What follows belongs to an exercise in optimizing a design on an open flow for small area, a short achievable clock period and few clock cycles; a production flow would make more cautious choices.
Only simulation tests tie the RTL to the original design; equivalence was not proved.
No run shown here takes its clock network from TritonCTS; it comes from the design's own scripts or RTL.
The flow treats the clock pin as an ideal source. Dropping or thinning the clock tree relies on that and would not hold on a real chip.
No activity file was given, so power comes from the tool's default toggle rates.

==> flow/design.v <==
`timescale 1ns/10ps
module ELA(clk, rst, in_data, data_rd, req, wen, addr, data_wr, done);
	input				clk;
	input				rst;
	input		[7:0]	in_data;
	input		[7:0]	data_rd;
	output				req;
	output	reg			wen;
	output	reg	[9:0]	addr;
	output	reg	[7:0]	data_wr;
	output	reg			done;
	reg			nreq;
	assign req = ~nreq;
	reg			s0, s1, s2;
	wire		main = s0 | s1 | s2;
	reg	[4:0]	k;
	reg	[3:0]	j;
	reg	[7:0]	xr, v, yr, p, q;
	reg	[7:0]	dreg, bd;
	reg	[7:0]	sreg, bs;
	wire [7:0] yn = ~yr;
	wire [7:0] sp = xr ^ yr;	 
	wire [7:0] ep = xr ^ yn;	 
	reg [7:0] sg, sq, eg, eq;	 
	integer l, i, t;
	always @(*) begin
		sg = xr & yr;
		sq = sp;
		eg = xr & yn;
		eq = ep;
		for (l = 0; l < 3; l = l + 1)
			for (i = 0; i < 8; i = i + 1)
				if ((i >> l) & 1) begin
					t = ((i >> (l + 1)) << (l + 1)) + (1 << l) - 1;
					sg[i] = sg[i] | (sq[i] & sg[t]);
					sq[i] = sq[i] & sq[t];
					eg[i] = eg[i] | (eq[i] & eg[t]);
					eq[i] = eq[i] & eq[t];
				end
	end
	wire [8:0] sum = {sg[7], sp ^ {sg[6:0], 1'b0}};
	wire [7:0] e0 = ep ^ {eg[6:0], 1'b0};
	wire [7:0] e1 = ep ^ {eg[6:0] | eq[6:0], 1'b1};
	wire [7:0] dm = eg[7] ? e0 : ~e1;
	wire bzero = &bd;
	wire lt = ~bzero & ((&dreg) | (dreg < bd));
	reg cen;
	wire upd = s1 | (lt & cen);
	wire [4:0] k1 = k + 5'd1;
	always @(posedge clk) begin
		dreg <= dm;
		sreg <= sum[8:1];
		if (upd) begin
			bd <= dreg;
			bs <= sreg;
		end
		if (s0) begin
			xr <= v;
			v <= xr;
		end else if (s1)
			xr <= data_rd;
		if (s0)
			yr <= data_wr;
		else if (s1)
			yr <= q;
		else
			yr <= p;
		if (s1) begin
			p <= yr;
			q <= p;
		end
		cen <= s1 ? (k[4:1] != 4'd0) : s2 ? (k != 5'd1 && k != 5'd2) : 1'b0;
		data_wr <= s1 ? bs : in_data;
		addr[4:0] <= s1 ? k - 5'd2 : k;
		addr[5] <= s1;
		if (!main)
			addr[9:6] <= 4'd0;
		else if (s2)
			addr[9:6] <= j + 4'd1;
		else if (s1 && k[4:1] == 4'd0)
			addr[9:6] <= j - 4'd1;
		else
			addr[9:6] <= j;
	end
	always @(posedge clk or posedge rst) begin
		if (rst) begin
			s0 <= 1'b0;
			s1 <= 1'b0;
			s2 <= 1'b0;
			k <= 5'd31;
			j <= 4'd0;
			nreq <= 1'b0;
			wen <= 1'b0;
			done <= 1'b0;
		end else if (done) begin
			nreq <= 1'b1;
			wen <= 1'b0;
		end else if (!main) begin
			k <= k1;
			wen <= 1'b1;
			if (wen && k == 5'd31) begin
				s2 <= 1'b1;
				nreq <= 1'b1;
			end
		end else begin
			s0 <= s2;
			s1 <= s0;
			s2 <= s1;
			nreq <= ~s0;
			if (s1) begin
				k <= k1;
				if (k == 5'd31) j <= j + 4'd1;
			end
			if (s2) begin
				wen <= (j != 4'd15);
				if (j == 4'd15 && k == 5'd2) begin
					done <= 1'b1;
					s0 <= 1'b0;
					wen <= 1'b0;
				end
			end else
				wen <= s1;
		end
	end
endmodule
==> flow/flow/run.sh <==
#!/bin/bash
# Own layout flow: the standard ORFS flow (standard.sh), except that
# - the clock tree is built by flow/cts.tcl, a copy of ORFS's cts.tcl whose
#   TritonCTS call is replaced by one level of clock buffers fed by the clock
#   port (manual_clock_tree there);
# - flow/env.sh may set MAKEVARS, extra ORFS variables for the steps after
#   synthesis. Synthesis is the standard one, unchanged.
# Every tool's output goes to a log in this folder.
set -euo pipefail
W=$(pwd)
rm -rf "$W/scripts"
cp -r "$FLOW_HOME/scripts" "$W/scripts"
cp "$W/flow/cts.tcl" "$W/scripts/cts.tcl"
export SCRIPTS_DIR="$W/scripts"
export CLKTREE_NBUF=4
export CLKTREE_BUF=sky130_fd_sc_hd__clkbuf_16
MAKEVARS=()
if [ -f "$W/flow/env.sh" ]; then source "$W/flow/env.sh"; fi
bash standard.sh synth > "$W/flow_synth.log" 2>&1
for step in floorplan place cts finish; do
  bash standard.sh "${MAKEVARS[@]}" $step > "$W/flow_$step.log" 2>&1
done
test -s "$W/out/final.def"
==> flow/flow/cts.tcl <==
utl::set_metrics_stage "cts__{}"
source $::env(SCRIPTS_DIR)/load.tcl
source $::env(SCRIPTS_DIR)/lec_check.tcl
erase_non_stage_variables cts
load_design 3_place.odb 3_place.sdc
source_step_tcl PRE CTS

# Clone clock tree inverters next to register loads
# so cts does not try to buffer the inverted clocks.
repair_clock_inverters

proc save_progress { stage } {
  puts "Run 'make gui_$stage.odb' to load progress snapshot"
  orfs_write_db $::env(RESULTS_DIR)/$stage.odb
  orfs_write_sdc $::env(RESULTS_DIR)/$stage.sdc
}

# Run CTS
set cts_args [list \
  -sink_clustering_enable \
  -repair_clock_nets]

append_env_var cts_args CTS_BUF_DISTANCE -distance_between_buffers 1
append_env_var cts_args CTS_CLUSTER_SIZE -sink_clustering_size 1
append_env_var cts_args CTS_CLUSTER_DIAMETER -sink_clustering_max_diameter 1
append_env_var cts_args CTS_BUF_LIST -buf_list 1
append_env_var cts_args CTS_LIB_NAME -library 1


if { [env_var_exists_and_non_empty CTS_ARGS] } {
  set cts_args $::env(CTS_ARGS)
}

set_dont_use $::env(DONT_USE_CELLS)

proc kmeans_groups { pts nb } {
  set xs [lsort -real [lmap p $pts {lindex $p 0}]]
  set ys [lsort -real [lmap p $pts {lindex $p 1}]]
  set x0 [lindex $xs 0]; set x1 [lindex $xs end]
  set y0 [lindex $ys 0]; set y1 [lindex $ys end]
  set cent {}
  set side [expr {int(ceil(sqrt($nb)))}]
  set rows [expr {int(ceil(double($nb) / $side))}]
  for {set i 0} {$i < $nb} {incr i} {
    set cx [expr {$i % $side}]; set cy [expr {$i / $side}]
    lappend cent [list [expr {$x0 + ($cx + 0.5) / $side * ($x1 - $x0)}] [expr {$y0 + ($cy + 0.5) / $rows * ($y1 - $y0)}]]
  }
  # balanced k-means: no group takes more than its share of the points
  set cap [expr {int(ceil(double([llength $pts]) / $nb))}]
  for {set iter 0} {$iter < 40} {incr iter} {
    set pairs {}
    set n 0
    foreach p $pts {
      for {set i 0} {$i < $nb} {incr i} {
        set c [lindex $cent $i]
        lappend pairs [list [expr {abs([lindex $p 0] - [lindex $c 0]) + abs([lindex $p 1] - [lindex $c 1])}] $n $i]
      }
      incr n
    }
    set grp [lrepeat $nb {}]
    set cnt [lrepeat $nb 0]
    set done [lrepeat [llength $pts] 0]
    foreach pr [lsort -real -index 0 $pairs] {
      lassign $pr d n i
      if {[lindex $done $n] || [lindex $cnt $i] >= $cap} { continue }
      lset done $n 1
      lset cnt $i [expr {[lindex $cnt $i] + 1}]
      lset grp $i [concat [lindex $grp $i] [list [lindex $pts $n]]]
    }
    set newc {}
    for {set i 0} {$i < $nb} {incr i} {
      set g [lindex $grp $i]
      if {[llength $g] == 0} { lappend newc [lindex $cent $i]; continue }
      set sx 0; set sy 0
      foreach p $g { set sx [expr {$sx + [lindex $p 0]}]; set sy [expr {$sy + [lindex $p 1]}] }
      lappend newc [list [expr {double($sx) / [llength $g]}] [expr {double($sy) / [llength $g]}]]
    }
    set cent $newc
  }
  return [list $grp $cent]
}

# Drive each group of iterms (points {x y iterm}) from a new buffer of
# master bufname placed at the group's centre, fed by net src; returns the
# buffers' input points.
proc buffer_groups { grp cent bufname src prefix } {
  set block [ord::get_db_block]
  set master [[ord::get_db] findMaster $bufname]
  set ins {}
  for {set i 0} {$i < [llength $grp]} {incr i} {
    set g [lindex $grp $i]
    if {[llength $g] == 0} { continue }
    set inst [odb::dbInst_create $block $master ${prefix}$i]
    set net [odb::dbNet_create $block clknet_${prefix}$i]
    $net setSigType CLOCK
    foreach p $g { set it [lindex $p 2]; $it disconnect; $it connect $net }
    set c [lindex $cent $i]
    set x [expr {int([lindex $c 0]) - [$master getWidth] / 2}]
    set y [expr {int([lindex $c 1]) - [$master getHeight] / 2}]
    $inst setLocation $x $y
    $inst setPlacementStatus PLACED
    [$inst findITerm A] connect $src
    [$inst findITerm X] connect $net
    lappend ins [list [lindex $c 0] [lindex $c 1] [$inst findITerm A]]
    puts "clock buffer ${prefix}$i ($bufname) drives [llength $g] pins"
  }
  return $ins
}

proc manual_clock_tree { } {
  set block [ord::get_db_block]
  set clknet [[$block findBTerm clk] getNet]
  set pts {}
  foreach it [$clknet getITerms] {
    set b [[$it getInst] getBBox]
    lappend pts [list [expr {([$b xMin] + [$b xMax]) / 2.0}] [expr {([$b yMin] + [$b yMax]) / 2.0}] $it]
  }
  if {[info exists ::env(CLKTREE_LEAF)] && $::env(CLKTREE_LEAF) ne ""} {
    lassign [kmeans_groups $pts $::env(CLKTREE_NLEAF)] grp cent
    set pts [buffer_groups $grp $cent $::env(CLKTREE_LEAF) $clknet clkleaf_]
  }
  lassign [kmeans_groups $pts $::env(CLKTREE_NBUF)] grp cent
  buffer_groups $grp $cent $::env(CLKTREE_BUF) $clknet clkroot_
  set_propagated_clock [all_clocks]
}
manual_clock_tree

utl::push_metrics_stage "cts__{}__pre_repair_timing"
log_cmd estimate_parasitics -placement
if { $::env(DETAILED_METRICS) } {
  report_metrics 4 "cts pre-repair-timing"
}
utl::pop_metrics_stage

set_placement_padding -global \
  -left $::env(CELL_PAD_IN_SITES_DETAIL_PLACEMENT) \
  -right $::env(CELL_PAD_IN_SITES_DETAIL_PLACEMENT)

set result [catch { detailed_placement } msg]
if { $result != 0 } {
  save_progress 4_1_error
  error "Detailed placement failed in CTS: $msg"
}

log_cmd estimate_parasitics -placement

if { $::env(CTS_SNAPSHOTS) } {
  save_progress 4_1_pre_repair_hold_setup
}

if { !$::env(SKIP_CTS_REPAIR_TIMING) } {
  if { $::env(EQUIVALENCE_CHECK) } {
    write_eqy_verilog 4_before_rsz.v
  }
  if { $::env(LEC_CHECK) } {
    write_lec_verilog 4_before_rsz_lec.v
  }

  repair_timing_helper

  if { $::env(EQUIVALENCE_CHECK) } {
    run_equivalence_test
  }
  if { $::env(LEC_CHECK) } {
    write_lec_verilog 4_after_rsz_lec.v
    run_lec_test 4_rsz 4_before_rsz_lec.v 4_after_rsz_lec.v
  }

  set result [catch { detailed_placement } msg]
  if { $result != 0 } {
    save_progress 4_1_error
    error "Detailed placement failed in CTS: $msg"
  }

  check_placement -verbose
}

report_metrics 4 "cts final"

source_step_tcl POST CTS

orfs_write_db $::env(RESULTS_DIR)/4_1_cts.odb
orfs_write_sdc $::env(RESULTS_DIR)/4_cts.sdc
==> flow/flow/env.sh <==
export BUFFER_PORTS_ARGS="-buffer_cell sky130_fd_sc_hd__buf_2"
==> flow/standard.sh <==
#!/bin/bash
# synth_recipe.tcl (not shown) runs the flow's synth.tcl, then flattens the netlist and writes it again
# the make line also repeats each setting of config.mk as NAME=value (left out here)
make -C /OpenROAD-flow-scripts/flow DESIGN_CONFIG=/design/flow/config.mk WORK_HOME=/design/flow/orfs CLKGATE_MAP_FILE= SYNTH_SCRIPT=/design/flow/synth_recipe.tcl "${@:-finish}"
==> flow/config.mk <==
export PLATFORM = sky130hd
export DESIGN_NAME = ELA
export DESIGN_NICKNAME = ELA
export VERILOG_FILES = /design/flow/design.v
export SDC_FILE = /design/flow/constraint.sdc
export NUM_CORES = 8
export LEC_CHECK = 0
export CAP_MARGIN = 20
export CORE_MARGIN = 2
export CORE_UTILIZATION = 40
export SETUP_SLACK_MARGIN = 3.1
export SLEW_MARGIN = 20
==> flow/constraint.sdc <==
create_clock -name core_clock -period 5.0 [get_ports {clk}]
set_input_delay 1.0000 -clock core_clock [delete_from_list [all_inputs] [get_ports {clk}]]
set_output_delay 1.0000 -clock core_clock [all_outputs]
set_load 0.01 [all_outputs]
==> flow_metrics.py, run 1 <==
metrics = {
    "floorplan": {
        "core_sq_um": 11400,
        "std_cell_rows": 39,
        "die_w_um": 112,
        "start_util_pct": 40.8,
        "die_area_sq_um": 12500,
        "die_y_um": 112,
        "ioPinCount": 39,
    },
    "clock_network": {
        "clk_pin_slew_ps": 100,
        "cts-hold-fix-buffers": 0,
        "clkLatencyLatePin_ps": 160,
    },
    "synthesis": {
        "synth_edf_count": 48,
        "ys_async_sr_fraction_pct": 14.2,
        "synth-seq-area-share_pct": 57.9,
        "syn-instance-count": 376,
        "synth_area_leaders": "edfxtp_1, dfxtp_1, ha_1",
        "ys_types": 46,
        "synth_area_per_cell_sq_um": 12.3,
        "ys_warn_count": 1,
        "syn_area_sq_um": 4640,
        "synth_top_area_cell": "edfxtp_1",
        "ys_ff_latch": 106,
        "synth_nets": 432,
        "synth_top_area_share_pct": 31.1,
        "synth_ff_type": "edfxtp_1",
    },
    "grt": {
        "grt.total_usage_pct": 13.5,
        "grt_max_degree": 49,
        "grt_pass1_vias": 2884,
        "grt-ovfl-total": 0,
        "grt_pass1_wl_um": 14300,
        "antenna_found_initial": 0,
    },
    "timing": {
        "fin_ws_ps": 3000,
        "worst_pin_slew_ps": 669,
        "setup_violations": 0,
        "fmax_mhz": 499,
        "fin_hold_ws_ps": 412,
        "finClkSkew_ps": 11.2,
        "maxSlewViolCount": 0,
        "rsz0062_at_grt": "true",
        "period_share_pct": 40.1,
        "relSlewSlack_pct": 55.4,
        "setup-tns-final_ps": 0,
        "period_minus_slack_ps": 2000,
        "finalHoldViolations": 0,
    },
    "placed_design": {
        "dpl_worst_slack_ps": 2840,
        "portBuffers": 38,
        "place_inst": 547,
        "globalplace.congestion": 0.847,
        "place_area_sq_um": 4980,
        "post-dp-hpwl_um": 6020,
    },
    "critical_path": {
        "path_class": "flop to flop",
        "cp.required_ps": 5060,
        "crit_path_start_kind": "flop",
        "critPathMaxFanout": 4,
        "end_kind": "flop",
        "arrival_ps": 2060,
    },
    "finish": {
        "drive_above_1_share_pct": 27.7,
        "layout_commonest_cell": "edfxtp_1",
        "diodes": 0,
        "fill_cells": 1042,
        "area_delta_synth_final_pct": 15.4,
        "regArea_sq_um": 2700,
        "final_util_pct": 47.1,
        "layout_common_cells": "edfxtp_1, dfxtp_1, buf_2",
        "final_nets": 480,
        "multi_input_area_sq_um": 1880,
        "design_area_sq_um": 5350,
        "fin_cells": 565,
    },
    "power_and_ir_drop": {
        "power_density_nw_per_um2": 283,
        "leakage_nw": 2.30,
        "ir_worst_vdd_mv": 0.277,
        "power_mw": 1.51,
    },
    "detailed_routing": {
        "ant_nets": 0,
        "drt_first_pass_iters": 4,
        "wirelength_um": 8800,
        "drt_iter0_markers": 168,
        "vias_per_cell": 5.02,
        "wire_per_inst_um": 15.6,
        "drcViolationCount": 0,
        "vias": 2834,
    },
    "run": {
        "cap_viol_max_count": 0,
    },
    "hold_path": {
        "hold_class": "flop to flop",
    },
    "run_status": {
        "status": "finished clean",
    },
}
[routing by layer]
layer  part of all wire [%]  wire [um]  global-route usage [%]
met1                     48       4270                    19.2
met3                    2.6        232                   0.762
met4                    1.4        124                    1.40
met2                     47       4180                    23.8
met5                      0          0                       0
[layout make-up]
cell class | instances | share of cell area [%]
Timing Repair Buffer | 53 | 6.59
Multi-Input combinational cell | 222 | 35.2
Tap cell | 143 | 3.34
Buffer | 4 | 1.87
Sequential cell | 106 | 50.4
Inverter | 37 | 2.59
[cells in the mapped netlist (2+ instances only)]
cell       instances
inv_1             36
o21ai_0           18
clkbuf_1           5
dfstp_2            5
o31ai_1            2
ha_1              32
buf_2              4
dfxtp_1           43
nor2_1            22
fa_1               6
nand2_1           27
a21oi_1           14
mux2i_1           13
edfxtp_1          48
nor3_1             5
a2111oi_0          3
o211ai_1           2
a211oi_1           3
nor4b_1            2
dfrtp_1           10
nand3_1            4
xnor2_1           12
nand4_1            7
mux2_2            19
o21bai_1           4
xor2_1             9
a21o_1             2
[kinds of logic (layout without fill, tap and decap cells)]
family	count (synthesis)	in the layout	synth area share (%)
AND/OR/NAND/NOR	73	73	7.26
AO/OA/AOI/OAI	57	57	7.93
adder cells (fa/ha/maj)	38	38	11.2
buffers and inverters	48	94	4.02
XOR/XNOR	21	21	3.97
multiplexers	33	33	7.74
flip-flops	106	106	57.9
[sequential cells by signal, indices dropped and copies added (netlist names)]
register	cells
bd	8
dreg	8
wen	1
xr	8
q	8
k	5
nreq	1
j	4
bs	8
yr	8
s2	1
addr	10
cen	1
data_wr	8
sreg	8
v	8
s1	1
s0	1
p	8
done	1
[what timing repair did]
item                       4_1_cts  5_1_grt
cloned                           0        0
pin swaps                        7        3
setup buffers                    8        6
resized for setup               21       11
setup endpoints to repair       45       31
[where the power goes]
part / switching, mW / internal [mW] / leakage, nW
Combinational: 0.0759 / 0.0833 / 1.20
Sequential: 0.0320 / 0.964 / 1.04
Clock: 0.211 / 0.148 / 0.0493
Total: 0.319 / 1.20 / 2.30
[path summary, 6_finish.rpt]
check | startpoint | endpoint | slack, ps | cells past startpoint
worst max-delay path | xr[0] | dreg[5] | 3000 | 9
worst min register to register | sreg[2] | bs[2] | 410 | 0
max in group asynchronous | rst | s1 | 3590 | 2
worst max register to register | xr[0] | dreg[5] | 3000 | 9
min in group asynchronous | rst | wen | 910 | 2
worst min-delay path | sreg[2] | bs[2] | 410 | 0
[critical path: stages, from the launching register on]
cell      delay, ps
edfxtp_1        400
ha_1            160
inv_1            50
fa_2            380
o21ai_4         160
inv_2            80
fa_2            340
o21ai_0          90
mux2i_1         110
xor2_1          140
Testbench counts, summed over its fixed seeds: cycles 47,392.
==> run 2, diff against run 1 <==
--- a/flow/config.mk
+++ b/flow/config.mk
@@ -8,5 +8,5 @@
 export CAP_MARGIN = 20
 export CORE_MARGIN = 2
 export CORE_UTILIZATION = 40
-export SETUP_SLACK_MARGIN = 3.1
+export SETUP_SLACK_MARGIN = 3.05
 export SLEW_MARGIN = 20
==> run 2 against run 1 <==
Effect of this change: still clean; critical path depth unchanged; total power decreased by 0.30%; worst hold slack got worse by 4.0 ps; sequential cell count unchanged; synthesized cell count unchanged; via count decreased by 0.85%; combinational power decreased by 4%; routed wire length decreased by 4.0%; cell count increased by 0.35%; critical endpoint unchanged; largest cell class unchanged.
==> flow_metrics.py, run 2 <==
metrics = {
    "timing": {
        "worst_pin_slew_ps": 655,
        "finalHoldViolations": 0,
        "fmax_mhz": 506,
        "finClkSkew_ps": 11.5,
        "rsz0062_at_grt": "true",
        "period_share_pct": 39.5,
        "setup-tns-final_ps": 0,
        "relSlewSlack_pct": 56.3,
        "maxSlewViolCount": 0,
        "setup_violations": 0,
        "period_minus_slack_ps": 1980,
    },
    "finish": {
        "diodes": 0,
        "layout_commonest_cell": "edfxtp_1",
        "final_nets": 482,
        "top_register": "addr",
        "drive_above_1_share_pct": 29.7,
        "largest_register_ffs": 10,
        "layout_common_cells": "edfxtp_1, dfxtp_1, buf_2",
        "area_delta_synth_final_pct": 15.5,
    },
    "detailed_routing": {
        "vias_per_cell": 4.96,
        "drt_first_pass_iters": 4,
        "wirelength_um": 8450,
        "drcViolationCount": 0,
        "ant_nets": 0,
        "drt_iter0_markers": 157,
        "vias": 2810,
        "wire_per_inst_um": 14.9,
    },
    "floorplan": {
        "core_sq_um": 11400,
        "std_cell_rows": 39,
        "start_util_pct": 40.8,
        "die_y_um": 112,
        "die_w_um": 112,
        "ioPinCount": 39,
        "die_area_sq_um": 12500,
    },
    "synthesis": {
        "ys_types": 46,
        "synth_ff_type": "edfxtp_1",
        "synth_top_area_cell": "edfxtp_1",
        "synth_nets": 432,
        "ys_ff_latch": 106,
        "ys_warn_count": 1,
        "synth_most_common_cell": "edfxtp_1",
        "synth_top_area_share_pct": 31.1,
        "ys_async_sr_fraction_pct": 14.2,
        "syn-instance-count": 376,
        "synth_common_cells": "edfxtp_1, dfxtp_1, inv_1, ha_1, nand2_1",
        "syn_area_sq_um": 4640,
        "synth-seq-area-share_pct": 57.9,
        "synth_area_leaders": "edfxtp_1, dfxtp_1, ha_1",
        "synth_edf_count": 48,
        "synth_area_per_cell_sq_um": 12.3,
    },
    "critical_path": {
        "worst-path-buf-inv": 2,
        "crit_path_start_kind": "flop",
        "arrival_ps": 2030,
        "critPathMaxFanout": 3,
        "path_class": "flop to flop",
        "cp.required_ps": 5050,
        "r2r-end": "dreg[5]",
        "rrSetupSlack_ps": 3020,
        "crit_slowest_cell": "edfxtp_1",
        "crit_path_cell_trace": "ha_2 -> inv_2 -> fa_2 -> o21ai_4 -> inv_2 -> fa_2 -> o21ai_0 -> mux2i_1 -> xor2_1",
        "cp_top_family": "adder cells",
        "end_kind": "flop",
        "slowest_delay_ps": 390,
        "reg2reg_from": "xr[0]",
        "reg2regPathDepth": 9,
    },
    "hold_path": {
        "hold_path_end": "bs[0]",
        "min_from": "sreg[0]",
        "hold_class": "flop to flop",
        "hold_depth": 0,
    },
    "power_and_ir_drop": {
        "ir_worst_vdd_mv": 0.171,
        "leakage_nw": 2.30,
        "power_density_nw_per_um2": 282,
        "power_mw": 1.51,
    },
    "grt": {
        "grt_pass1_vias": 2879,
        "grt_max_degree": 49,
        "grt.total_usage_pct": 13.8,
        "antenna_found_initial": 0,
        "grt_pass1_wl_um": 14400,
        "grt-ovfl-total": 0,
    },
    "placed_design": {
        "post-dp-hpwl_um": 5900,
        "globalplace.congestion": 0.822,
        "portBuffers": 38,
    },
    "clock_network": {
        "clkLatencyLatePin_ps": 170,
        "cts-hold-fix-buffers": 0,
        "clk_pin_slew_ps": 100,
    },
    "run": {
        "cap_viol_max_count": 0,
    },
    "run_status": {
        "status": "finished clean",
    },
}
## run 2: cell counts after synthesis
No cell type changed its count.
## run 2: worst max path at each step
| stage | start | endpoint | slack, ps | cells past startpoint |
|---|---|---|---|---|
| floorplan | xr[0] | dreg[5] | 3060 | 9 |
| finish | xr[0] | dreg[5] | 3020 | 9 |
| CTS | xr[0] | dreg[7] | 2950 | 8 |
| detailed placement | yr[2] | dreg[5] | 2870 | 9 |
| global route | xr[0] | dreg[5] | 2860 | 9 |
| global placement | bd[5] | bs[5] | 2880 | 7 |
## run 2: area by class of cell
class / instances / area (sq um)
Timing Repair Buffer: 55 / 343
Tap cell: 143 / 179
Inverter: 37 / 139
Sequential cell: 106 / 2700
Fill cell: 1024 / 6010
Multi-Input combinational cell: 222 / 1900
Buffer: 4 / 100
## run 2: power breakdown
| group | leakage (nW) | total (mW) | internal (mW) | switching (mW) |
|---|---|---|---|---|
| registers | 1.04 | 0.997 | 0.964 | 0.0321 |
| clock network | 0.0493 | 0.360 | 0.148 | 0.213 |
| logic | 1.21 | 0.153 | 0.0806 | 0.0724 |
## run 2: kinds of logic (layout without fill, tap and decap cells)
logic type      Yosys count  count (layout)  synth area share [%]
compound gates           57              57                  7.93
xor+xnor                 21              21                  3.97
fa+ha+maj                38              38                  11.2
buf+inv                  48              96                  4.02
flops                   106             106                  57.9
mux                      33              33                  7.74
simple gates             73              73                  7.26
## run 2: routing by layer
metal	GRT usage, %	share of wire (%)	vias to the layer above
met5	0	0	-
met4	1.73	1.5	0
met3	0.653	2.8	9
met2	23.0	46	50
met1	20.5	50	1353
li1	-	-	1398
## run 2: metrics by stage
stage / std cells / util [%] / hold slack (ps) / cell area, sq um / worst slack (ps)
floorplan: 376 / - / 386 / 4640 / 3060
global placement: 547 / 43.7 / 389 / 4970 / 2880
detailed placement: 547 / 43.7 / 389 / 4970 / 2870
CTS: 560 / 45.7 / 406 / 5200 / 2950
global route: 567 / 47.1 / 426 / 5360 / 2860
finish: 567 / 47.1 / 408 / 5360 / 3020
## run 2: repair_timing
action,CTS,global route
setup buffers,9,7
pin swaps,3,16
setup endpoints to repair,39,40
resized for setup,12,29
==> run 3, diff against run 2 <==
--- a/flow/config.mk
+++ b/flow/config.mk
@@ -7,6 +7,6 @@
 export LEC_CHECK = 0
 export CAP_MARGIN = 20
 export CORE_MARGIN = 2
-export CORE_UTILIZATION = 40
-export SETUP_SLACK_MARGIN = 3.05
+export CORE_UTILIZATION = 50
+export SETUP_SLACK_MARGIN = 3.0
 export SLEW_MARGIN = 20
==> run 3 against run 2 <==
Effect of this change: cell count down 6.3%; worst hold slack gained 4.1 ps; sequential cell count unchanged; via count decreased by 2.8%; sequential power about the same; critical path type unchanged; critical endpoint unchanged.
==> flow_metrics.py, run 3 <==
metrics = {
    "synthesis": {
        "synth_most_common_cell": "edfxtp_1",
        "synth-seq-area-share_pct": 57.9,
        "synth_area_leaders": "edfxtp_1, dfxtp_1, ha_1",
        "synth_nets": 432,
        "synth_area_per_cell_sq_um": 12.3,
        "ys_types": 46,
        "ys_warn_count": 1,
        "syn_area_sq_um": 4640,
        "synth_edf_count": 48,
        "syn-instance-count": 376,
        "ys_ff_latch": 106,
        "synth_top_area_share_pct": 31.1,
        "synth_ff_type": "edfxtp_1",
        "synth_top_area_cell": "edfxtp_1",
        "ys_async_sr_fraction_pct": 14.2,
        "synth_common_cells": "edfxtp_1, dfxtp_1, inv_1, ha_1, nand2_1",
    },
    "floorplan": {
        "die_w_um": 100,
        "std_cell_rows": 35,
        "start_util_pct": 50.9,
        "die_y_um": 100,
        "core_sq_um": 9110,
        "ioPinCount": 39,
        "die_area_sq_um": 10100,
    },
    "clock_network": {
        "clkLatencyLatePin_ps": 160,
        "clk_pin_slew_ps": 100,
    },
    "timing": {
        "fmax_mhz": 492,
        "setup-tns-final_ps": 0,
        "relSlewSlack_pct": 58.9,
        "fin_ws_ps": 2970,
        "worst_pin_slew_ps": 616,
        "rsz0062_at_grt": "true",
        "period_minus_slack_ps": 2030,
        "finClkSkew_ps": 8.08,
        "period_share_pct": 40.7,
        "setup_violations": 0,
        "finalHoldViolations": 0,
        "maxSlewViolCount": 0,
    },
    "grt": {
        "grt_pass1_wl_um": 12700,
        "grt_pass1_vias": 2500,
        "antenna_found_initial": 0,
        "grt-ovfl-total": 0,
        "grt_max_degree": 30,
        "grt.total_usage_pct": 15.5,
    },
    "placed_design": {
        "post-dp-hpwl_um": 5570,
        "dpl_worst_slack_ps": 2780,
        "globalplace.congestion": 0.791,
        "place_area_sq_um": 4940,
        "portBuffers": 38,
    },
    "finish": {
        "area_delta_synth_final_pct": 12.3,
        "design_area_sq_um": 5210,
        "largest_register_ffs": 10,
        "fill_cells": 785,
        "layout_commonest_cell": "edfxtp_1",
        "drive_above_1_share_pct": 24.8,
        "final_nets": 478,
        "final_util_pct": 57.2,
        "layout_common_cells": "edfxtp_1, dfxtp_1, buf_2",
        "top_register": "addr",
        "multi_input_area_sq_um": 1830,
        "regArea_sq_um": 2690,
        "diodes": 0,
    },
    "detailed_routing": {
        "drt_iter0_markers": 69,
        "ant_nets": 0,
        "vias_per_cell": 5.14,
        "drcViolationCount": 0,
        "top_layer": "met4",
        "met1Wirelength_um": 3900,
        "wl_met2_um": 3720,
        "wire_per_inst_um": 14.8,
        "vias": 2731,
        "drt_first_pass_iters": 4,
        "wirelength_um": 7880,
        "wl_met3_um": 164,
    },
    "critical_path": {
        "reg2regPathDepth": 9,
        "cp.required_ps": 5060,
        "r2r-end": "dreg[5]",
        "critPathMaxFanout": 4,
        "crit_slowest_cell": "edfxtp_1",
        "crit_path_start_kind": "flop",
        "arrival_ps": 2090,
        "reg2reg_from": "xr[0]",
        "rrSetupSlack_ps": 2970,
        "end_kind": "flop",
        "slowest_delay_ps": 430,
        "path_class": "flop to flop",
        "crit_path_cell_trace": "ha_2 -> inv_2 -> fa_2 -> o21ai_4 -> inv_2 -> fa_2 -> o21ai_1 -> mux2i_1 -> xor2_1",
        "worst-path-buf-inv": 2,
        "cp_top_family": "adder cells",
    },
    "run": {
        "cap_viol_max_count": 0,
    },
    "hold_path": {
        "min_from": "sreg[6]",
        "hold_path_end": "bs[6]",
        "hold_class": "flop to flop",
        "hold_depth": 0,
    },
    "run_status": {
        "status": "finished clean",
    },
    "power_and_ir_drop": {
        "leakage_nw": 2.27,
        "ir_worst_vdd_mv": 0.185,
        "power_density_nw_per_um2": 285,
    },
}
## run 3: logic make-up after synthesis
family | Yosys count | share of synthesized area, %
flip-flops | 106 | 57.9
AND/OR/NAND/NOR | 73 | 7.26
AO/OA/AOI/OAI | 57 | 7.93
buffers and inverters | 48 | 4.02
adder cells (fa/ha/maj) | 38 | 11.2
multiplexers | 33 | 7.74
XOR/XNOR | 21 | 3.97
## run 3: worst max path at each step
| stage | from | end | slack (ps) | cells past startpoint |
|---|---|---|---|---|
| after floorplan | bd[5] | bd[0] | 3010 | 7 |
| after global placement | bd[5] | bs[0] | 2780 | 7 |
| after detailed placement | bd[5] | bd[1] | 2780 | 7 |
| after CTS | xr[0] | dreg[5] | 2950 | 9 |
| after global routing | xr[0] | dreg[5] | 2880 | 9 |
| final | xr[0] | dreg[5] | 2970 | 9 |
## run 3: cell type report
| cell class | instances | area share (%) |
|---|---|---|
| inverters | 37 | 2.67 |
| plain buffers | 4 | 1.92 |
| flip-flops and latches | 106 | 51.6 |
| repair buffers | 51 | 6.08 |
| well taps | 111 | 2.67 |
| multi-input cells | 222 | 35.1 |
## run 3: per-layer routing
layer  global-route usage, %  up-vias
met4                    1.58        0
li1                        -     1390
met3                   0.696        6
met1                    23.6     1306
met2                    25.7       29
met5                       0        -
## run 3: repair_timing
item                                    CTS  global route
endpoints found under the setup margin   22            27
pin swaps                                 5             2
hold buffers                              0             0
gates resized for setup                  12             9
buffers inserted                          8             3
## run 3: per-stage QoR
step                std cells  power [mW]  hold WS (ps)
global placement          516        1.14           389
finish                    531        1.48           412
CTS                       528        1.50           413
global route              531        1.55           420
detailed placement        516        1.14           389
floorplan                 376        1.10           386
## run 3: power breakdown
group	switching, mW	internal [mW]	total, mW
sequential	0.0310	0.964	0.995
clock	0.205	0.147	0.352
combinational	0.0651	0.0720	0.137
==> run 4, diff against run 3 <==
--- a/flow/config.mk
+++ b/flow/config.mk
@@ -7,6 +7,6 @@
 export LEC_CHECK = 0
 export CAP_MARGIN = 20
 export CORE_MARGIN = 2
-export CORE_UTILIZATION = 50
+export CORE_UTILIZATION = 45
 export SETUP_SLACK_MARGIN = 3.0
 export SLEW_MARGIN = 20
==> run 4 against run 3 <==
Effect of this change: maximum frequency decreased by 0.84%; combinational power increased by 5%; critical path type unchanged; cell area increased by 1.5%.
==> flow_metrics.py, run 4 <==
metrics = {
    "floorplan": {
        "ioPinCount": 39,
        "die_y_um": 106,
        "std_cell_rows": 37,
        "die_area_sq_um": 11100,
        "core_sq_um": 10200,
        "die_w_um": 106,
        "start_util_pct": 45.5,
    },
    "timing": {
        "period_minus_slack_ps": 2050,
        "period_share_pct": 41.0,
        "fmax_mhz": 487,
        "setup_violations": 0,
        "setup-tns-final_ps": 0,
        "finClkSkew_ps": 4.71,
        "rsz0062_at_grt": "true",
        "maxSlewViolCount": 0,
        "worst_pin_slew_ps": 660,
        "finalHoldViolations": 0,
        "relSlewSlack_pct": 56.0,
    },
    "critical_path": {
        "path_class": "flop to flop",
        "critPathMaxFanout": 4,
        "arrival_ps": 2090,
        "crit_path_start_kind": "flop",
        "end_kind": "flop",
        "cp.required_ps": 5040,
        "r2r-end": "dreg[7]",
        "rrSetupSlack_ps": 2950,
        "reg2reg_from": "yr[0]",
        "reg2regPathDepth": 9,
    },
    "finish": {
        "layout_commonest_cell": "edfxtp_1",
        "fill_cells": 906,
        "drive_above_1_share_pct": 26.9,
        "regArea_sq_um": 2690,
        "largest_register_ffs": 10,
        "area_delta_synth_final_pct": 14.0,
        "final_util_pct": 51.9,
        "diodes": 0,
        "top_register": "addr",
        "multi_input_area_sq_um": 1860,
        "layout_common_cells": "edfxtp_1, dfxtp_1, buf_2",
        "final_nets": 478,
    },
    "synthesis": {
        "synth-simple-area-share_pct": 7.26,
        "synth_compound_area_share_pct": 7.93,
        "synth_top_area_cell": "edfxtp_1",
        "synth_top_family_by_area": "adder cells",
        "synth_area_per_cell_sq_um": 12.3,
        "synth_fa_ha_area_share_pct": 11.2,
        "ys_ff_latch": 106,
        "syn_area_sq_um": 4640,
        "synth_xor_area_share_pct": 3.97,
        "synth_top_area_share_pct": 31.1,
        "ys_types": 46,
        "ys_async_sr_fraction_pct": 14.2,
        "synth_area_leaders": "edfxtp_1, dfxtp_1, ha_1",
        "synth-seq-area-share_pct": 57.9,
        "synth_common_cells": "edfxtp_1, dfxtp_1, inv_1, ha_1, nand2_1",
        "synth_most_common_cell": "edfxtp_1",
        "syn-instance-count": 376,
        "synth_ff_type": "edfxtp_1",
        "synthMuxAreaShare_pct": 7.74,
        "synth_nets": 432,
        "ys_warn_count": 1,
        "synth_edf_count": 48,
    },
    "hold_path": {
        "hold_class": "flop to flop",
        "min_from": "sreg[2]",
        "hold_path_end": "bs[2]",
        "hold_depth": 0,
    },
    "placed_design": {
        "post-dp-hpwl_um": 5510,
        "portBuffers": 38,
        "globalplace.congestion": 0.854,
    },
    "clock_network": {
        "clk_pin_slew_ps": 100,
        "cts-hold-fix-buffers": 0,
        "clkLatencyLatePin_ps": 160,
    },
    "run": {
        "cap_viol_max_count": 0,
    },
    "power_and_ir_drop": {
        "power_mw": 1.49,
        "power_density_nw_per_um2": 283,
        "ir_worst_vdd_mv": 0.177,
        "leakage_nw": 2.28,
    },
    "detailed_routing": {
        "wirelength_um": 8310,
        "vias_per_cell": 4.99,
        "drcViolationCount": 0,
        "vias": 2772,
        "drt_first_pass_iters": 4,
        "drt_iter0_markers": 101,
        "ant_nets": 0,
        "wire_per_inst_um": 14.9,
    },
    "grt": {
        "grt.total_usage_pct": 13.9,
        "grt_pass1_wl_um": 13000,
        "grt_max_degree": 49,
        "grt_pass1_vias": 2638,
        "grt-ovfl-total": 0,
        "antenna_found_initial": 0,
    },
    "run_status": {
        "status": "finished clean",
    },
}
run 4: final cells by class:
type / instances / area share (%)
Sequential cell: 106 / 50.9
Multi-Input combinational cell: 222 / 35.2
Timing Repair Buffer: 51 / 6.15
Tap cell: 136 / 3.22
Inverter: 37 / 2.63
Buffer: 4 / 1.89
run 4: logic make-up after synthesis:
group,count (synthesis)
flops,106
simple gates,73
compound gates,57
buf+inv,48
fa+ha+maj,38
mux,33
xor+xnor,21
run 4: through the flow:
stage / cells / setup slack [ps] / hold WS [ps] / area, sq um
2_1_floorplan: 376 / 3010 / 386 / 4640
3_3_place_gp: 540 / 2820 / 386 / 4960
3_5_place_dp: 540 / 2710 / 389 / 4960
4_1_cts: 552 / 2910 / 413 / 5180
5_1_grt: 556 / 2860 / 425 / 5290
6_report: 556 / 2950 / 412 / 5290
run 4: per-layer routing:
layer  wire (um)  GRT usage [%]
met1        4000           20.7
met5           0              0
met2        4000           23.5
met4         108           1.50
met3         207          0.866
run 4: worst max-delay path by stage:
stage	to	startpoint	slack, ps	cells past startpoint
after CTS	dreg[5]	yr[0]	2910	10
after detailed placement	bs[6]	bd[5]	2710	7
final	dreg[7]	yr[0]	2950	9
after floorplan	bd[0]	bd[5]	3010	7
after global routing	dreg[7]	yr[0]	2860	9
after global placement	bs[5]	bd[5]	2820	7
run 4: power by group:
part	internal (mW)	switching, mW	total, mW	leakage [nW]
sequential	0.964	0.0307	0.995	1.05
combinational	0.0728	0.0712	0.144	1.18
clock	0.148	0.208	0.356	0.0493
total	1.18	0.310	1.49	2.28
run 4: what timing repair did:
| action | 4_1_cts | 5_1_grt |
|---|---|---|
| pin swaps | 4 | 5 |
| hold endpoints to repair | 0 | 0 |
| gates resized for setup | 12 | 19 |
| setup endpoints to repair | 34 | 26 |
| setup buffers | 8 | 4 |
run 4: critical path, stage by stage (launching register included):
cell,delay (ps)
dfxtp_4,360
inv_2,40
ha_2,160
inv_2,40
fa_2,390
o21ai_4,200
inv_2,80
o21a_4,240
a211oi_1,270
o211ai_1,150
==> run 5, diff against run 4 <==
--- a/flow/config.mk
+++ b/flow/config.mk
@@ -7,6 +7,7 @@
 export LEC_CHECK = 0
 export CAP_MARGIN = 20
 export CORE_MARGIN = 2
-export CORE_UTILIZATION = 45
-export SETUP_SLACK_MARGIN = 3.0
+export CORE_UTILIZATION = 40
+export GPL_TIMING_DRIVEN = 0
+export SETUP_SLACK_MARGIN = 2.95
 export SLEW_MARGIN = 20
==> run 5 against run 4 <==
Effect of this change: worst setup slack better by 41 ps; via count is 1.0% higher; synthesized cell count stayed put; sequential share of layout area is 0.33 points higher; maximum frequency is 2.0% higher.
==> flow_metrics.py, run 5 <==
metrics = {
    "detailed_routing": {
        "wire_per_inst_um": 15.4,
        "drcViolationCount": 0,
        "vias": 2800,
        "drt_first_pass_iters": 4,
        "wirelength_um": 8770,
        "drt_iter0_markers": 115,
        "ant_nets": 0,
        "vias_per_cell": 4.91,
    },
    "synthesis": {
        "synth_nets": 432,
        "ys_ff_latch": 106,
        "syn-instance-count": 376,
        "synth_common_cells": "edfxtp_1, dfxtp_1, inv_1, ha_1, nand2_1",
        "synth-simple-area-share_pct": 7.26,
        "synthMuxAreaShare_pct": 7.74,
        "synth_area_leaders": "edfxtp_1, dfxtp_1, ha_1",
        "ys_types": 46,
        "synth_ff_type": "edfxtp_1",
        "synth_area_per_cell_sq_um": 12.3,
        "synth-seq-area-share_pct": 57.9,
        "synth_most_common_cell": "edfxtp_1",
        "synth_top_area_share_pct": 31.1,
        "synth_fa_ha_area_share_pct": 11.2,
        "synth_xor_area_share_pct": 3.97,
        "synth_top_area_cell": "edfxtp_1",
        "syn_area_sq_um": 4640,
        "synth_edf_count": 48,
        "ys_async_sr_fraction_pct": 14.2,
        "synth_top_family_by_area": "adder cells",
        "synth_compound_area_share_pct": 7.93,
        "ys_warn_count": 1,
    },
    "timing": {
        "fmax_mhz": 497,
        "finalHoldViolations": 0,
        "fin_ws_ps": 2990,
        "setup_violations": 0,
        "relSlewSlack_pct": 58.3,
        "worst_pin_slew_ps": 625,
        "finClkSkew_ps": 11.5,
        "maxSlewViolCount": 0,
        "period_share_pct": 40.2,
        "setup-tns-final_ps": 0,
        "rsz0062_at_grt": "true",
        "period_minus_slack_ps": 2010,
    },
    "finish": {
        "top_register": "addr",
        "layout_commonest_cell": "edfxtp_1",
        "final_util_pct": 46.2,
        "area_delta_synth_final_pct": 13.2,
        "regArea_sq_um": 2690,
        "drive_above_1_share_pct": 24.4,
        "design_area_sq_um": 5250,
        "multi_input_area_sq_um": 1820,
        "fill_cells": 1050,
        "diodes": 0,
        "largest_register_ffs": 10,
        "final_nets": 485,
        "layout_common_cells": "edfxtp_1, buf_2, dfxtp_1",
        "fin_cells": 570,
    },
    "floorplan": {
        "die_area_sq_um": 12500,
        "std_cell_rows": 39,
        "die_w_um": 112,
        "die_y_um": 112,
        "core_sq_um": 11400,
        "start_util_pct": 40.8,
        "ioPinCount": 39,
    },
    "placed_design": {
        "dpl_worst_slack_ps": 2340,
        "place_inst": 557,
        "post-dp-hpwl_um": 6250,
        "place_area_sq_um": 5010,
        "portBuffers": 38,
        "globalplace.congestion": 0.795,
    },
    "critical_path": {
        "critPathMaxFanout": 4,
        "end_kind": "flop",
        "crit_path_start_kind": "flop",
        "path_class": "flop to flop",
        "arrival_ps": 2060,
        "reg2regPathDepth": 9,
        "r2r-end": "dreg[5]",
        "rrSetupSlack_ps": 2990,
        "cp.required_ps": 5050,
        "reg2reg_from": "xr[0]",
    },
    "grt": {
        "grt_pass1_wl_um": 14000,
        "grt.total_usage_pct": 13.6,
        "use_met2_pct": 22.1,
        "grt-ovfl-total": 0,
        "globalRouteMet3Util_pct": 1.25,
        "use_met1_pct": 20.6,
        "grt_max_degree": 28,
        "busiest_layer": "met2",
        "antenna_found_initial": 0,
        "grt_pass1_vias": 2787,
    },
    "power_and_ir_drop": {
        "leakage_nw": 2.28,
        "ir_worst_vdd_mv": 0.246,
        "power_density_nw_per_um2": 284,
    },
    "hold_path": {
        "hold_depth": 0,
        "hold_class": "flop to flop",
        "min_from": "sreg[6]",
        "hold_path_end": "bs[6]",
    },
    "clock_network": {
        "clkLatencyLatePin_ps": 170,
        "clk_pin_slew_ps": 110,
    },
    "run": {
        "cap_viol_max_count": 0,
    },
    "run_status": {
        "status": "finished clean",
    },
}
## run 5: what timing repair did
item	CTS	global route
setup buffers	6	3
hold buffers	0	0
hold endpoints to repair	0	0
gates resized for setup	12	9
pin swaps	3	6
setup endpoints to repair	49	26
## run 5: cell type report
| type | instances | area share [%] |
|---|---|---|
| flip-flops and latches | 106 | 51.3 |
| well taps | 143 | 3.41 |
| multi-input cells | 222 | 34.6 |
| plain buffers | 15 | 2.91 |
| repair buffers | 47 | 5.15 |
| inverters | 37 | 2.65 |
## run 5: how the worst max path moves through the flow
stage	endpoint	start	cells after the start	slack (ps)
after floorplan	dreg[5]	xr[0]	9	2970
after global placement	bs[6]	s1	4	2370
after detailed placement	bs[6]	s1	4	2340
after CTS	sreg[6]	xr[0]	9	2900
after global routing	sreg[6]	xr[0]	9	2880
final	dreg[5]	xr[0]	9	2990
## run 5: cells by family after synthesis
kind of cell               after synthesis
AOI/OAI and AO/OA                       57
xor gates and xnor gates                21
adders and majority gates               38
DFF                                    106
and+or+nand+nor                         73
muxes                                   33
buffers and inverters                   48
## run 5: power by group
group          switching, mW  total, mW  internal [mW]
clock                  0.211      0.359          0.148
combinational         0.0654      0.133         0.0680
sequential            0.0318      0.996          0.965
## run 5: critical path: stages (launching register included)
cell      delay (ps)
edfxtp_1         390
ha_1             160
inv_1             50
fa_2             370
o21ai_4          200
inv_2             80
fa_2             340
o21ai_0           80
mux2i_1          100
xor2_1           140
## run 5: metrics by stage
stage	power (mW)	hold slack, ps
after global placement	1.14	389
final	1.49	413
after CTS	1.50	415
after floorplan	1.10	386
after global routing	1.55	424
after detailed placement	1.14	393
## run 5: layer usage
| layer | vias to the layer above | wire (um) |
|---|---|---|
| met5 | - | 0 |
| met4 | 0 | 78 |
| met1 | 1341 | 4410 |
| li1 | 1402 | - |
| met3 | 6 | 374 |
| met2 | 51 | 3900 |
==> run 6, diff against run 5 <==
--- a/flow/config.mk
+++ b/flow/config.mk
@@ -8,6 +8,6 @@
 export CAP_MARGIN = 20
 export CORE_MARGIN = 2
 export CORE_UTILIZATION = 40
-export GPL_TIMING_DRIVEN = 0
+export GPL_ROUTABILITY_DRIVEN = 0
 export SETUP_SLACK_MARGIN = 2.95
 export SLEW_MARGIN = 20
==> run 6 against run 5 <==
Effect of this change: still clean; register-to-register slack improved by 20 ps; maximum frequency rose by 0.77%; clock power fell by 1%; first-iteration DRC count rose by 21%; routed wire length fell by 6.3%; clock skew fell by 4.9 ps; via count rose by 0.86%; synthesized area did not move; critical path depth did not move; die area did not move; sequential share of layout area barely moved; global-route usage fell by 0.56 points; critical path type unchanged.
==> flow_metrics.py, run 6 <==
metrics = {
    "power_and_ir_drop": {
        "share_comb_of_total_power_pct": 9.5,
        "p_sw_uw": 309,
        "power_density_nw_per_um2": 284,
        "ir_worst_vdd_mv": 0.162,
        "p_int_mw": 1.19,
        "switching_share_pct": 20.7,
        "power_mw": 1.49,
        "leakage_nw": 2.27,
        "clock_power_share_pct": 23.7,
        "p_seq_share_pct": 66.8,
    },
    "timing": {
        "setup-tns-final_ps": 0,
        "maxSlewViolCount": 0,
        "setup_violations": 0,
        "finalHoldViolations": 0,
        "period_minus_slack_ps": 1990,
        "worst_pin_slew_ps": 623,
        "fmax_mhz": 501,
        "relSlewSlack_pct": 58.5,
        "period_share_pct": 39.9,
        "finClkSkew_ps": 6.53,
        "rsz0062_at_grt": "true",
    },
    "detailed_routing": {
        "wirelength_um": 8210,
        "vias": 2824,
        "vias_per_cell": 5.03,
        "drt_first_pass_iters": 4,
        "drcViolationCount": 0,
        "drt_iter0_markers": 139,
        "ant_nets": 0,
        "wire_per_inst_um": 14.6,
    },
    "critical_path": {
        "end_kind": "flop",
        "crit_slowest_cell": "fa_2",
        "slowest_delay_ps": 370,
        "cp.required_ps": 5080,
        "crit_path_start_kind": "flop",
        "path_class": "flop to flop",
        "worst-path-buf-inv": 3,
        "cp_top_family": "adder cells",
        "cp_common_cell": "inv_2",
        "critPathMaxFanout": 4,
        "crit_path_cell_trace": "inv_2 -> ha_2 -> inv_1 -> fa_2 -> o21ai_4 -> inv_2 -> o21a_4 -> or3_4 -> o211ai_1",
        "arrival_ps": 2080,
    },
    "synthesis": {
        "ys_warn_count": 1,
        "synth_edf_count": 48,
        "synth_common_cells": "edfxtp_1, dfxtp_1, inv_1, ha_1, nand2_1",
        "synth_area_per_cell_sq_um": 12.3,
        "synth_ff_type": "edfxtp_1",
        "synth_top_area_cell": "edfxtp_1",
        "syn-instance-count": 376,
        "synth-seq-area-share_pct": 57.9,
        "ys_async_sr_fraction_pct": 14.2,
        "ys_types": 46,
        "synth_most_common_cell": "edfxtp_1",
        "synth_top_area_share_pct": 31.1,
        "synth_area_leaders": "edfxtp_1, dfxtp_1, ha_1",
        "syn_area_sq_um": 4640,
        "synth_nets": 432,
        "ys_ff_latch": 106,
    },
    "floorplan": {
        "core_sq_um": 11400,
        "ioPinCount": 39,
        "die_w_um": 112,
        "die_area_sq_um": 12500,
        "std_cell_rows": 39,
        "die_y_um": 112,
        "start_util_pct": 40.8,
    },
    "finish": {
        "area_delta_synth_final_pct": 13.5,
        "top_register": "addr",
        "final_util_pct": 46.3,
        "drive_above_1_share_pct": 25.4,
        "layout_commonest_cell": "edfxtp_1",
        "fin_cells": 561,
        "final_nets": 476,
        "diodes": 0,
        "largest_register_ffs": 10,
        "fill_cells": 1041,
        "layout_common_cells": "edfxtp_1, dfxtp_1, buf_2",
    },
    "run_status": {
        "status": "finished clean",
    },
    "grt": {
        "grt_pass1_wl_um": 13900,
        "grt_pass1_vias": 2825,
        "grt_max_degree": 49,
        "grt-ovfl-total": 0,
        "grt.total_usage_pct": 13.0,
        "antenna_found_initial": 0,
    },
    "placed_design": {
        "portBuffers": 38,
        "post-dp-hpwl_um": 5820,
        "place_inst": 547,
    },
    "clock_network": {
        "clkLatencyLatePin_ps": 160,
        "cts-hold-fix-buffers": 0,
        "clk_pin_slew_ps": 100,
    },
    "hold_path": {
        "hold_class": "flop to flop",
    },
    "run": {
        "cap_viol_max_count": 0,
    },
}
run 6: cell counts after synthesis:
Identical to the previous run, type by type.
run 6: through the flow:
stage | hold slack [ps] | cell area (sq um) | setup slack (ps)
after global routing | 425 | 5260 | 2870
after detailed placement | 390 | 4970 | 2640
after global placement | 389 | 4970 | 2820
final | 412 | 5260 | 3010
after floorplan | 386 | 4640 | 2970
after CTS | 414 | 5170 | 2950
run 6: layout make-up:
cell class	instances	area, sq um	area share [%]
Sequential cell	106	2700	51.2
Multi-Input combinational cell	222	1850	35.2
Timing Repair Buffer	49	298	5.66
Tap cell	143	179	3.40
Inverter	37	139	2.64
Buffer	4	100	1.90
run 6: cell families (layout without fill, tap and decap cells):
kind of cell	count (synthesis)	count (layout)	share of synthesized area, %
mux	33	33	7.74
xor+xnor	21	21	3.97
fa+ha+maj	38	38	11.2
compound gates	57	57	7.93
buf+inv	48	90	4.02
simple gates	73	73	7.26
flops	106	106	57.9
run 6: repair_timing:
item | 4_1_cts | 5_1_grt
buffers inserted | 5 | 5
endpoints found under the setup margin | 34 | 26
pin swaps | 3 | 7
gates cloned | 0 | 0
resized for setup | 14 | 15
run 6: final timing paths:
kind | from | endpoint | slack (ps) | cells after the start
max | yr[0] | dreg[7] | 3010 | 9
min | sreg[0] | bs[0] | 410 | 0
max reg2reg | yr[0] | dreg[7] | 3010 | 9
min reg2reg | sreg[0] | bs[0] | 410 | 0
max in group asynchronous | rst | s1 | 3650 | 2
min in group asynchronous | rst | wen | 890 | 2
run 6: power groups by stage:
stage          Clock (mW)  Combinational (mW)  Sequential (mW)
2_1_floorplan           0              0.0949             1.00
4_1_cts             0.369               0.132             1.00
6_report            0.354               0.142            0.998
5_1_grt             0.403               0.159             1.01
3_3_place_gp            0               0.121             1.02
3_5_place_dp            0               0.128             1.02
run 6: metal layers:
metal,share of wire (%),global-route usage [%],up-vias,wire length (um)
li1,-,-,1387,-
met1,50,19.6,1385,4110
met2,46,21.4,44,3750
met3,2.9,0.871,8,237
met4,1.4,1.56,0,117
met5,0,0,-,0
==> run 7, diff against run 6 <==
--- a/flow/config.mk
+++ b/flow/config.mk
@@ -8,6 +8,6 @@
 export CAP_MARGIN = 20
 export CORE_MARGIN = 2
 export CORE_UTILIZATION = 40
-export GPL_ROUTABILITY_DRIVEN = 0
+export PLACE_DENSITY = 0.7
 export SETUP_SLACK_MARGIN = 2.95
 export SLEW_MARGIN = 20
==> run 7 against run 6 <==
Effect of this change: sequential power hardly changed; synthesized area stayed put; cell count shrank 0.53%; largest cell class unchanged; combinational power decreased by 3%; maximum frequency decreased by 0.19%; synthesized cell count is the same; cell area fell by 1.1%; clock skew rose by 9.0 ps; global-route usage is 0.16 points lower; sequential share of layout area increased by 0.46 points; still clean on timing, DRC and antenna; routed wire length shrank 2.3%; register-to-register slack barely moved.
==> flow_metrics.py, run 7 <==
metrics = {
    "timing": {
        "maxSlewViolCount": 0,
        "setup-tns-final_ps": 0,
        "setup_violations": 0,
        "worst_pin_slew_ps": 772,
        "fmax_mhz": 500,
        "period_share_pct": 40.0,
        "relSlewSlack_pct": 48.6,
        "period_minus_slack_ps": 2000,
        "finalHoldViolations": 0,
        "finClkSkew_ps": 15.6,
        "rsz0062_at_grt": "true",
    },
    "critical_path": {
        "r2r-end": "dreg[5]",
        "end_kind": "flop",
        "cp.required_ps": 5070,
        "rrSetupSlack_ps": 3000,
        "cp_common_cell": "fa_2",
        "crit_path_start_kind": "flop",
        "reg2reg_from": "xr[0]",
        "critPathMaxFanout": 4,
        "arrival_ps": 2060,
        "path_class": "flop to flop",
        "cp_top_family": "adder cells",
        "crit_slowest_cell": "edfxtp_1",
        "slowest_delay_ps": 400,
        "worst-path-buf-inv": 2,
        "reg2regPathDepth": 9,
        "crit_path_cell_trace": "ha_1 -> inv_1 -> fa_2 -> o21ai_4 -> inv_2 -> fa_2 -> o21ai_1 -> mux2i_1 -> xor2_1",
    },
    "synthesis": {
        "synth_top_area_share_pct": 31.1,
        "syn_area_sq_um": 4640,
        "synth_top_area_cell": "edfxtp_1",
        "ys_warn_count": 1,
        "ys_ff_latch": 106,
        "synth_most_common_cell": "edfxtp_1",
        "synth_edf_count": 48,
        "synth_area_per_cell_sq_um": 12.3,
        "synth_ff_type": "edfxtp_1",
        "synth_area_leaders": "edfxtp_1, dfxtp_1, ha_1",
        "synth_common_cells": "edfxtp_1, dfxtp_1, inv_1, ha_1, nand2_1",
        "syn-instance-count": 376,
        "ys_types": 46,
        "synth_nets": 432,
        "synth-seq-area-share_pct": 57.9,
        "ys_async_sr_fraction_pct": 14.2,
    },
    "power_and_ir_drop": {
        "clock_power_share_pct": 23.9,
        "share_comb_of_total_power_pct": 9.3,
        "ir_worst_vdd_mv": 0.216,
        "p_sw_uw": 308,
        "switching_share_pct": 20.6,
        "p_seq_share_pct": 66.8,
        "power_density_nw_per_um2": 286,
        "p_int_mw": 1.18,
        "leakage_nw": 2.25,
    },
    "finish": {
        "diodes": 0,
        "layout_common_cells": "edfxtp_1, dfxtp_1, buf_2",
        "drive_above_1_share_pct": 22.9,
        "fill_cells": 1060,
        "top_register": "addr",
        "area_delta_synth_final_pct": 12.2,
        "largest_register_ffs": 10,
        "layout_commonest_cell": "edfxtp_1",
        "final_nets": 473,
        "multi_input_area_sq_um": 1820,
        "final_util_pct": 45.8,
        "regArea_sq_um": 2690,
    },
    "floorplan": {
        "die_area_sq_um": 12500,
        "ioPinCount": 39,
        "std_cell_rows": 39,
        "die_y_um": 112,
        "start_util_pct": 40.8,
        "die_w_um": 112,
        "core_sq_um": 11400,
    },
    "detailed_routing": {
        "drt_first_pass_iters": 4,
        "vias": 2814,
        "ant_nets": 0,
        "vias_per_cell": 5.04,
        "drcViolationCount": 0,
        "wire_per_inst_um": 14.4,
        "wirelength_um": 8030,
        "drt_iter0_markers": 188,
    },
    "grt": {
        "grt-ovfl-total": 0,
        "antenna_found_initial": 0,
        "grt_pass1_vias": 2828,
        "grt_max_degree": 49,
        "grt_pass1_wl_um": 13600,
        "grt.total_usage_pct": 12.8,
    },
    "clock_network": {
        "clk_pin_slew_ps": 100,
        "cts-hold-fix-buffers": 0,
        "clkLatencyLatePin_ps": 170,
    },
    "placed_design": {
        "portBuffers": 38,
        "globalplace.congestion": 0.867,
        "post-dp-hpwl_um": 5820,
    },
    "hold_path": {
        "min_from": "sreg[3]",
        "hold_path_end": "bs[3]",
        "hold_class": "flop to flop",
        "hold_depth": 0,
    },
    "run_status": {
        "status": "finished clean",
    },
    "run": {
        "cap_viol_max_count": 0,
    },
}
==> run 7: cell counts after synthesis <==
Identical to the previous run, type by type.
==> run 7: final cells by class <==
| class | count | area share, % |
|---|---|---|
| Sequential cell | 106 | 51.7 |
| Multi-Input combinational cell | 222 | 35.0 |
| Timing Repair Buffer | 46 | 5.29 |
| Tap cell | 143 | 3.44 |
| Inverter | 37 | 2.67 |
| Buffer | 4 | 1.92 |
==> run 7: worst max path at each step <==
stage | from | to | slack, ps | cells after the start
after floorplan | xr[0] | dreg[5] | 2970 | 9
after global placement | bd[5] | bs[1] | 2820 | 7
after detailed placement | bd[5] | bd[0] | 2630 | 7
after CTS | xr[0] | dreg[5] | 2940 | 9
after global routing | xr[0] | dreg[5] | 2830 | 9
final | xr[0] | dreg[5] | 3000 | 9
==> run 7: kinds of logic (layout without fill, tap and decap cells) <==
| kind of cell | Yosys count | after routing | share of synthesized area, % |
|---|---|---|---|
| simple gates | 73 | 73 | 7.26 |
| xor+xnor | 21 | 21 | 3.97 |
| fa+ha+maj | 38 | 38 | 11.2 |
| mux | 33 | 33 | 7.74 |
| flops | 106 | 106 | 57.9 |
| compound gates | 57 | 57 | 7.93 |
| buf+inv | 48 | 87 | 4.02 |
==> run 7: per-layer routing <==
metal	GRT usage [%]	wire [um]
met3	0.599	255
met1	17.9	3720
met5	0	0
met4	1.65	98
met2	22.9	3960
==> run 7: timing repair <==
action	CTS	global route
hold endpoints to repair	0	0
gates resized for setup	10	8
setup buffers	5	2
pin swaps	3	4
gates cloned	0	0
setup endpoints to repair	22	25
==> run 7: power by group through the flow <==
stage               logic [mW]  clock network (mW)  registers (mW)
finish                   0.138               0.356           0.996
global route             0.158               0.404            1.00
CTS                      0.131               0.373           0.997
detailed placement       0.128                   0            1.01
global placement         0.121                   0            1.01
floorplan               0.0949                   0            1.00
==> run 7: through the flow <==
| step | total power [mW] | area (sq um) | instances | worst slack, ps | hold WS, ps |
|---|---|---|---|---|---|
| finish | 1.49 | 5200 | 558 | 3000 | 411 |
| global placement | 1.13 | 4970 | 547 | 2820 | 390 |
| floorplan | 1.10 | 4640 | 376 | 2970 | 386 |
| CTS | 1.50 | 5160 | 556 | 2940 | 412 |
| global route | 1.56 | 5200 | 558 | 2830 | 417 |
| detailed placement | 1.14 | 4970 | 547 | 2630 | 389 |
==> run 8, diff against run 7 <==
--- a/flow/config.mk
+++ b/flow/config.mk
@@ -8,6 +8,6 @@
 export CAP_MARGIN = 20
 export CORE_MARGIN = 2
 export CORE_UTILIZATION = 40
-export PLACE_DENSITY = 0.7
 export SETUP_SLACK_MARGIN = 2.95
 export SLEW_MARGIN = 20
+export TNS_END_PERCENT = 0
==> run 8 against run 7 <==
Effect of this change: global-route usage is 0.099 points higher; first-iteration DRC count down 9.0%; critical path depth is 1 higher; sequential power hardly changed; cell count unchanged; clock power about the same; sequential share of layout area is essentially flat.
==> flow_metrics.py, run 8 <==
metrics = {
    "synthesis": {
        "synth_common_cells": "edfxtp_1, dfxtp_1, inv_1, ha_1, nand2_1",
        "synth_ff_type": "edfxtp_1",
        "synth_area_per_cell_sq_um": 12.3,
        "syn_area_sq_um": 4640,
        "ys_warn_count": 1,
        "synth_nets": 432,
        "synth_area_leaders": "edfxtp_1, dfxtp_1, ha_1",
        "synth-seq-area-share_pct": 57.9,
        "ys_types": 46,
        "ys_async_sr_fraction_pct": 14.2,
        "synth_edf_count": 48,
        "synth_most_common_cell": "edfxtp_1",
        "ys_ff_latch": 106,
        "synth_top_area_share_pct": 31.1,
        "syn-instance-count": 376,
        "synth_top_area_cell": "edfxtp_1",
    },
    "placed_design": {
        "post-dp-hpwl_um": 5820,
        "place_inst": 547,
        "globalplace.congestion": 0.835,
        "dpl_worst_slack_ps": 2640,
        "portBuffers": 38,
    },
    "run": {
        "cap_viol_max_count": 0,
    },
    "hold_path": {
        "hold_class": "flop to flop",
    },
    "detailed_routing": {
        "vias": 2804,
        "drt_first_pass_iters": 4,
        "wire_per_inst_um": 14.6,
        "wirelength_um": 8130,
        "drt_iter0_markers": 171,
        "vias_per_cell": 5.03,
        "ant_nets": 0,
        "drcViolationCount": 0,
    },
    "finish": {
        "fill_cells": 1043,
        "diodes": 0,
        "drive_above_1_share_pct": 23.9,
        "multi_input_area_sq_um": 1820,
        "layout_commonest_cell": "edfxtp_1",
        "fin_cells": 558,
        "top_register": "addr",
        "layout_common_cells": "edfxtp_1, dfxtp_1, buf_2",
        "regArea_sq_um": 2690,
        "final_nets": 473,
        "area_delta_synth_final_pct": 12.3,
        "largest_register_ffs": 10,
    },
    "power_and_ir_drop": {
        "power_density_nw_per_um2": 286,
        "power_mw": 1.49,
        "ir_worst_vdd_mv": 0.162,
        "leakage_nw": 2.25,
    },
    "timing": {
        "setup_violations": 0,
        "period_minus_slack_ps": 2050,
        "fmax_mhz": 487,
        "finalHoldViolations": 0,
        "fin_hold_ws_ps": 412,
        "maxSlewViolCount": 0,
        "rsz0062_at_grt": "true",
        "finClkSkew_ps": 6.55,
        "setup-tns-final_ps": 0,
        "period_share_pct": 41.1,
        "relSlewSlack_pct": 58.2,
        "worst_pin_slew_ps": 626,
        "fin_ws_ps": 2950,
    },
    "critical_path": {
        "crit_path_cell_trace": "inv_1 -> ha_2 -> inv_1 -> fa_2 -> o21ai_4 -> inv_2 -> fa_2 -> o21ai_1 -> mux2i_1 -> xor2_1",
        "crit_path_start_kind": "flop",
        "path_class": "flop to flop",
        "arrival_ps": 2100,
        "slowest_delay_ps": 420,
        "cp.required_ps": 5050,
        "critPathMaxFanout": 4,
        "end_kind": "flop",
        "crit_slowest_cell": "fa_2",
    },
    "grt": {
        "grt-ovfl-total": 0,
        "antenna_found_initial": 0,
        "grt_max_degree": 49,
        "grt.total_usage_pct": 12.9,
        "grt_pass1_vias": 2809,
        "grt_pass1_wl_um": 13800,
    },
    "clock_network": {
        "cts-hold-fix-buffers": 0,
        "clk_pin_slew_ps": 100,
        "clkLatencyLatePin_ps": 160,
    },
    "floorplan": {
        "core_sq_um": 11400,
        "die_area_sq_um": 12500,
        "std_cell_rows": 39,
        "die_w_um": 112,
        "die_y_um": 112,
        "ioPinCount": 39,
        "start_util_pct": 40.8,
    },
    "run_status": {
        "status": "finished clean",
    },
}
## run 8: layout make-up
cell class	instances	area share, %
multi-input cells	222	35.0
repair buffers	46	5.28
well taps	143	3.44
inverters	37	2.67
plain buffers	4	1.92
flip-flops and latches	106	51.7
## run 8: stage by stage
step	util [%]	area, sq um
2_1_floorplan	-	4640
3_3_place_gp	43.7	4970
3_5_place_dp	43.7	4970
4_1_cts	45.2	5130
5_1_grt	45.8	5210
6_report	45.8	5210
## run 8: repair_timing
action	CTS	global route
endpoints found under the setup margin	34	27
pin swaps	2	4
buffers inserted	4	3
gates resized for setup	5	16
## run 8: final timing paths
| kind | start | endpoint | slack (ps) | depth (start not counted) |
|---|---|---|---|---|
| max | yr[0] | dreg[5] | 2950 | 10 |
| min | sreg[0] | bs[0] | 410 | 0 |
| max reg2reg | yr[0] | dreg[5] | 2950 | 10 |
| min reg2reg | sreg[0] | bs[0] | 410 | 0 |
| max in group asynchronous | rst | s1 | 3640 | 2 |
| min in group asynchronous | rst | wen | 900 | 2 |
## run 8: layer usage
layer / share of wire, % / global-route usage [%]
met1: 50 / 19.5
met2: 45 / 21.3
met5: 0 / 0
met4: 1.4 / 1.56
met3: 3.2 / 0.871
## run 8: cells by family (layout without fill, tap and decap cells)
| group | Yosys count | in the layout | synth area share, % |
|---|---|---|---|
| DFF | 106 | 106 | 57.9 |
| and+or+nand+nor | 73 | 73 | 7.26 |
| AOI/OAI and AO/OA | 57 | 57 | 7.93 |
| buffers and inverters | 48 | 87 | 4.02 |
| adders and majority gates | 38 | 38 | 11.2 |
| muxes | 33 | 33 | 7.74 |
| xor gates and xnor gates | 21 | 21 | 3.97 |
## run 8: power by group
part	internal [mW]	switching [mW]	total, mW	leakage, nW
registers	0.965	0.0334	0.998	1.05
clock network	0.147	0.206	0.354	0.0493
logic	0.0683	0.0673	0.136	1.15
total	1.18	0.307	1.49	2.25
## run 8: worst max-delay path: cells and delay by family (launching register included)
| kind | cells | cell delay (ps) |
|---|---|---|
| adders and majority gates | 3 | 900 |
| xor gates and xnor gates | 1 | 150 |
| AOI/OAI and AO/OA | 2 | 270 |
| DFF | 1 | 350 |
| muxes | 1 | 90 |
| buffers and inverters | 3 | 180 |

-- port drivers added, routing unchanged --
Ports are ideal in the flow. The routed layouts listed here were re-timed in OpenROAD. Step 1, drivers: a clkbuf_16 drives clk and a buf_2 each remaining input, both assumed. Step 2 also shifts input and output timing later by t, the mid clock arrival at the registers, as if the neighbouring blocks saw the same clock. Slacks: ideal ports / drivers / drivers and shift; pairs: ideal ports / drivers.
run | t (ns) | slack for setup (ns) | worst hold slack (ns)
run 1 | 0.244 | 2.996 / 2.996 / 2.996 | 0.412 / 0.412 / 0.412
run 2 | 0.241 | 3.024 / 3.024 / 3.024 | 0.408 / 0.408 / 0.408
run 3 | 0.237 | 2.966 / 2.966 / 2.966 | 0.412 / 0.412 / 0.412
run 4 | 0.235 | 2.949 / 2.949 / 2.949 | 0.412 / 0.412 / 0.412
run 5 | 0.239 | 2.990 / 2.990 / 2.990 | 0.413 / 0.413 / 0.413
run 6 | 0.232 | 3.005 / 3.005 / 3.005 | 0.412 / 0.412 / 0.412
run 7 | 0.242 | 3.001 / 3.001 / 3.001 | 0.411 / 0.411 / 0.411
run 8 | 0.232 | 2.945 / 2.945 / 2.945 | 0.412 / 0.412 / 0.412
After both steps every run listed still meets setup and hold.
